This is an optimization exercise on Yosys and OpenROAD, whose aim is small area, a short achievable clock period and few clock cycles per item, not a production implementation. Where RTL was checked, it was by simulation tests only, not by an equivalence proof against the original. Power and IR drop assume default switching activity.

Setup of try-garnet:
==> flow/design.v <==
module ysyx_23060203_LZC (
  input [31:0] x,
  output [5:0] z
);
  wire [15:0] v0;
  wire [15:0] z0;
  wire [7:0] v1;
  wire [15:0] z1;
  wire [3:0] v2;
  wire [11:0] z2;
  wire [1:0] v3;
  wire [7:0] z3;
  genvar i;
  generate
    for (i = 0; i < 16; i = i + 1) begin : g0
      assign v0[i] = x[2*i+1] | x[2*i];
      assign z0[i] = ~x[2*i+1];
    end
    for (i = 0; i < 8; i = i + 1) begin : g1
      assign v1[i] = v0[2*i+1] | v0[2*i];
      assign z1[2*i+1:2*i] = v0[2*i+1] ? {1'b0, z0[2*i+1]} : {1'b1, z0[2*i]};
    end
    for (i = 0; i < 4; i = i + 1) begin : g2
      assign v2[i] = v1[2*i+1] | v1[2*i];
      assign z2[3*i+2:3*i] = v1[2*i+1] ? {1'b0, z1[4*i+3:4*i+2]} : {1'b1, z1[4*i+1:4*i]};
    end
    for (i = 0; i < 2; i = i + 1) begin : g3
      assign v3[i] = v2[2*i+1] | v2[2*i];
      assign z3[4*i+3:4*i] = v2[2*i+1] ? {1'b0, z2[6*i+5:6*i+3]} : {1'b1, z2[6*i+2:6*i]};
    end
  endgenerate
  assign z = v3[1] ? {2'b00, z3[7:4]} : (v3[0] ? {2'b01, z3[3:0]} : 6'd32);
endmodule
module ysyx_23060203_MDU (
  input clock, reset,
  input flush,
  output in_ready,
  input in_valid,
  input [2:0] in_op,  
  input [31:0] in_a, in_b,
  input out_ready,
  output out_valid,
  output [31:0] out_data
);
  localparam S_IDLE = 3'd0, S_PREP = 3'd1, S_TRIP = 3'd2, S_RUN = 3'd3,
             S_DONE = 3'd4;
  reg [2:0] st;
  reg [2:0] op;
  reg [5:0] cnt;
  reg neg;
  reg [33:0] H, T;
  reg [31:0] L, A;
  wire fire = in_valid & in_ready;
  assign in_ready = (st == S_IDLE) | ((st == S_DONE) & out_ready);
  assign out_valid = st == S_DONE;
  wire is_div = op[2];
  wire in_div = in_op[2];
  wire a_signed = in_div ? ~in_op[0] : (in_op[1:0] != 2'd3);
  wire b_signed = in_div ? ~in_op[0] : ~in_op[1];
  wire sa = a_signed & in_a[31];
  wire sb = b_signed & in_b[31];
  wire [31:0] ua = sa ? -in_a : in_a;
  wire [31:0] ub = sb ? -in_b : in_b;
  wire [5:0] za_in, zb_in;
  ysyx_23060203_LZC lza (.x(ua), .z(za_in));
  ysyx_23060203_LZC lzb (.x(ub), .z(zb_in));
  wire bz_in = in_b == 32'd0;
  wire neg_in = in_div ? (in_op[1] ? sa : (sa ^ sb) & ~bz_in) : (sa ^ sb);
  wire [5:0] za = H[5:0];
  wire [5:0] zb = H[11:6];
  wire [6:0] k = {1'b0, zb} - {1'b0, za};
  wire kneg = k[6];
  wire swap = kneg;  
  wire [31:0] mcand = swap ? A : L;
  wire [31:0] mplier = swap ? L : A;
  wire [5:0] zm = swap ? za : zb;
  wire bz = zb[5];
  wire [4:0] sh_amt = is_div ? k[4:0] : {zm[4:1], 1'b0};
  wire [31:0] sh_in = is_div ? A : mplier;
  wire [31:0] sh_out = sh_in << sh_amt;
  wire [5:0] steps = is_div ? ((bz | kneg) ? 6'd0 : {1'b0, k[4:0]} + 6'd1)
                            : (zm[5] ? 6'd0 : 6'd15 - {2'b0, zm[4:1]});
  wire [1:0] d = (is_div | (st == S_TRIP)) ? 2'b01 : H[33:32];
  reg [33:0] m;
  always @* begin
    case (d)
      2'd0: m = 34'd0;
      2'd1: m = {2'b00, A};
      2'd2: m = {1'b0, A, 1'b0};
      default: m = T;
    endcase
  end
  wire [34:0] sum = {3'b000, L} + {1'b0, m} + {34'd0, is_div};
  wire [2:0] cy = sum[34:32];
  wire ge = sum[32];
  wire [33:0] tri_a = {sum[33:32] + {1'b0, A[31]}, sum[31:0]};
  reg [33:0] x0;
  always @* begin
    case (H[33:32])
      2'd0: x0 = 34'd0;
      2'd1: x0 = {2'b00, A};
      2'd2: x0 = {1'b0, A, 1'b0};
      default: x0 = tri_a;
    endcase
  end
  wire [2:0] hlo = {1'b0, H[1:0]} + cy;
  wire [29:0] hhi = hlo[2] ? H[31:2] + 30'd1 : H[31:2];
  wire hi = ~is_div & (op[1:0] != 2'd0);
  wire [31:0] plo = {H[1:0], L[31:2]};
  wire [31:0] x = hi ? H[33:2] : (is_div ? (op[1] ? L : H[31:0]) : plo);
  wire xc = hi ? (plo == 32'd0) : 1'b1;
  wire [31:0] nx = ~x + {31'd0, xc};
  always @(posedge clock) begin
    if (reset) begin
      st <= S_IDLE;
    end else if (fire) begin
      st <= S_PREP;
    end else if (flush) begin
      st <= S_IDLE;
    end else begin
      case (st)
        S_PREP: st <= is_div ? ((steps != 6'd0) ? S_RUN : S_DONE)
                             : S_TRIP;
        S_TRIP: st <= (cnt != 6'd0) ? S_RUN : S_DONE;
        S_RUN: if (cnt == 6'd1) st <= S_DONE;
        S_DONE: if (out_ready) st <= S_IDLE;
        default: st <= S_IDLE;
      endcase
    end
  end
  always @(posedge clock) begin
    if (fire) begin
      op <= in_op;
      neg <= neg_in;
      L <= ua;
      A <= ub;
      H[11:0] <= {zb_in, za_in};
    end else if (st == S_PREP) begin
      cnt <= steps;
      if (is_div) begin
        A <= ~sh_out;
        H <= {34{bz}};
      end else begin
        L <= {mcand[30:0], 1'b0};
        A <= mcand;
        H <= {sh_out, 2'b00};
      end
    end else if (st == S_TRIP) begin
      T <= tri_a;
      H <= {H[31:2], x0[33:30]};
      L <= {x0[29:0], 2'b00};
    end else if (st == S_RUN) begin
      cnt <= cnt - 6'd1;
      if (is_div) begin
        if (ge) L <= sum[31:0];
        A <= {1'b1, A[31:1]};
        H <= {H[32:0], ge};
      end else begin
        L <= {sum[29:0], 2'b00};
        H <= {hhi, hlo[1:0], sum[31:30]};
      end
    end
  end
  assign out_data = neg ? nx : x;
endmodule
==> flow/config.mk <==
export PLATFORM = sky130hd
export DESIGN_NAME = ysyx_23060203_MDU
export DESIGN_NICKNAME = ysyx_23060203_MDU
export VERILOG_FILES = /design/flow/design.v
export SDC_FILE = /design/flow/constraint.sdc
export NUM_CORES = 4
export LEC_CHECK = 0
export CAP_MARGIN = 20
export CORE_MARGIN = 2
export CORE_UTILIZATION = 40
export SETUP_SLACK_MARGIN = 3.0
export SLEW_MARGIN = 20
==> flow/constraint.sdc <==
create_clock -name core_clock -period 7.0 [get_ports {clock}]
set_input_delay 1.4000 -clock core_clock [delete_from_list [all_inputs] [get_ports {clock}]]
set_output_delay 1.4000 -clock core_clock [all_outputs]
set_load 0.01 [all_outputs]
run.sh (not shown) runs the stock make flow with config.mk's settings and CLKGATE_MAP_FILE= SYNTH_SCRIPT=/design/flow/synth_recipe.tcl, a recipe that flattens the netlist after the stock synthesis.
The flow did not stop early for try-garnet: all stages ran, and the layout cleared the timing, DRC and antenna checks.
Changes in try-umber relative to try-garnet:
-- flow/design.v --
<<< try-garnet, line 49
  reg [5:0] cnt;
  reg neg;
  reg [33:0] H, T;
  reg [31:0] L, A;
>>> try-umber, line 49
  reg [5:0] cnt;
  reg neg;
  reg o_hi, o_lo, o_q, o_r;  
  reg [3:1] dig;  
  reg [33:0] H, T;
  reg [31:0] L, A;
<<< try-garnet, line 66
  ysyx_23060203_LZC lzb (.x(ub), .z(zb_in));
  wire bz_in = in_b == 32'd0;
  wire neg_in = in_div ? (in_op[1] ? sa : (sa ^ sb) & ~bz_in) : (sa ^ sb);
  wire [5:0] za = H[5:0];
  wire [5:0] zb = H[11:6];
  wire [6:0] k = {1'b0, zb} - {1'b0, za};
  wire kneg = k[6];
  wire swap = kneg;  
>>> try-umber, line 68
  ysyx_23060203_LZC lzb (.x(ub), .z(zb_in));
  wire bz_in = in_b == 32'd0;
  wire [6:0] k_in = {1'b0, zb_in} - {1'b0, za_in};
  wire neg_in = in_div ? (in_op[1] ? sa : (sa ^ sb) & ~bz_in) : (sa ^ sb);
  wire [5:0] za = H[5:0];
  wire [5:0] zb = H[11:6];
  wire [6:0] k = H[18:12];  
  wire kneg = k[6];
  wire swap = kneg;  
<<< try-garnet, line 81
  wire [5:0] steps = is_div ? ((bz | kneg) ? 6'd0 : {1'b0, k[4:0]} + 6'd1)
                            : (zm[5] ? 6'd0 : 6'd15 - {2'b0, zm[4:1]});
  wire [1:0] d = (is_div | (st == S_TRIP)) ? 2'b01 : H[33:32];
  reg [33:0] m;
  always @* begin
    case (d)
      2'd0: m = 34'd0;
      2'd1: m = {2'b00, A};
      2'd2: m = {1'b0, A, 1'b0};
      default: m = T;
    endcase
  end
  wire [34:0] sum = {3'b000, L} + {1'b0, m} + {34'd0, is_div};
  wire [2:0] cy = sum[34:32];
>>> try-umber, line 84
  wire [5:0] steps = is_div ? ((bz | kneg) ? 6'd0 : {1'b0, k[4:0]} + 6'd1)
                            : (zm[5] ? 6'd0 : 6'd15 - {2'b0, zm[4:1]});
  wire [33:0] m = ({34{dig[1]}} & {2'b00, A}) | ({34{dig[2]}} & {1'b0, A, 1'b0})
                 | ({34{dig[3]}} & T);
  wire [34:0] sum = {3'b000, L} + {1'b0, m} + {34'd0, is_div};
  wire [2:0] cy = sum[34:32];
<<< try-garnet, line 104
    endcase
  end
  wire [2:0] hlo = {1'b0, H[1:0]} + cy;
  wire [29:0] hhi = hlo[2] ? H[31:2] + 30'd1 : H[31:2];
  wire hi = ~is_div & (op[1:0] != 2'd0);
  wire [31:0] plo = {H[1:0], L[31:2]};
  wire [31:0] x = hi ? H[33:2] : (is_div ? (op[1] ? L : H[31:0]) : plo);
  wire xc = hi ? (plo == 32'd0) : 1'b1;
  wire [31:0] nx = ~x + {31'd0, xc};
  always @(posedge clock) begin
    if (reset) begin
>>> try-umber, line 99
    endcase
  end
  wire [29:0] hinc = H[31:2] + 30'd1;
  reg hc;
  always @* begin
    case (cy[1:0])
      2'd0: hc = 1'b0;
      2'd1: hc = H[1] & H[0];
      2'd2: hc = H[1];
      default: hc = H[1] | H[0];
    endcase
  end
  wire [1:0] hlo = H[1:0] + cy[1:0];
  wire [29:0] hhi = hc ? hinc : H[31:2];
  wire [31:0] plo = {H[1:0], L[31:2]};
  wire [31:0] x = ({32{o_hi}} & H[33:2]) | ({32{o_lo}} & plo)
                | ({32{o_q}} & H[31:0]) | ({32{o_r}} & L);
  wire xc = ~o_hi | (plo == 32'd0);
  wire [31:0] nx = xc ? -x : ~x;  
  always @(posedge clock) begin
    if (reset) begin
<<< try-garnet, line 135
      L <= ua;
      A <= ub;
      H[11:0] <= {zb_in, za_in};
    end else if (st == S_PREP) begin
      cnt <= steps;
>>> try-umber, line 140
      L <= ua;
      A <= ub;
      H[18:0] <= {k_in, zb_in, za_in};
      o_hi <= ~in_op[2] & (in_op[1:0] != 2'd0);
      o_lo <= ~in_op[2] & (in_op[1:0] == 2'd0);
      o_q <= in_op[2] & ~in_op[1];
      o_r <= in_op[2] & in_op[1];
    end else if (st == S_PREP) begin
      cnt <= steps;
<<< try-garnet, line 158
      end else begin
        L <= {sum[29:0], 2'b00};
        H <= {hhi, hlo[1:0], sum[31:30]};
      end
    end
  end
  assign out_data = neg ? nx : x;
endmodule
>>> try-umber, line 167
      end else begin
        L <= {sum[29:0], 2'b00};
        H <= {hhi, hlo, sum[31:30]};
      end
    end
  end
  wire [1:0] dn = (is_div | (st == S_PREP)) ? 2'b01 : H[31:30];
  always @(posedge clock) begin
    dig <= {dn == 2'd3, dn == 2'd2, dn == 2'd1};
  end
  assign out_data = neg ? nx : x;
endmodule
## What came out
- try-umber: done, clean on timing, DRC and antenna
- Instance count after placement with tap cells included down 4.6% in try-umber wrt try-garnet
- For net switching power, dividing the value from try-garnet by the value from try-umber gives 1.7.
- Cmp try-umber vs try-garnet: number of instances in the synthesized netlist lower in try-umber
- Changes observed in try-umber relative to try-garnet: proportion of layout cells with a drive suffix above 1 -4.1 points, smallest hold slack now smaller.
- The height of the die in try-umber was lower than what try-garnet gave.
- Changes observed in try-umber relative to try-garnet: sequential share of cell area went up by 2.2 points; number of violations reported at the end of detailed-routing iteration 0 went down by 195.
- try-umber vs try-garnet, launching instance or port of the critical path: in_b[23] vs st[2]$_SDFFE_PP0P_
Testbench counts of try-umber, summed over its fixed seeds: cycles 26,601, ops 3,200.
The RTL of try-garnet was laid out without a check of its function.

## re-timing with driven ports
The flow's constraints put no driver on any port. The routed layouts listed below were extracted and timed again, unchanged, in two steps.
Step 1, drivers: a clkbuf_16 drives clock and a buf_2 each remaining input, both assumed.
Step 2 moves the port delays by t, midway between the first and last clock arrival at a register: inputs arrive t later, outputs are due t later. That takes back most of the time a late clock gives input paths.
a / b / c = ideal / step 1 / step 2; a / b = the first two.
run	t (ns)	setup WS [ns]	worst setup path at the end	worst register clock-pin slew, ns	worst slew at a driven data input, ns
try-garnet	0.536	1.207 / 1.207 / 1.207	register to register	0.08 / 0.08	0.06
try-umber	0.536	1.602 / 1.631 / 1.094	input to register	0.08 / 0.08	0.06
After both steps setup and hold are still met in every run listed. For try-umber, which loses most, drivers alone change the setup slack by +0.029 ns; drivers and shift together by -0.508 ns.
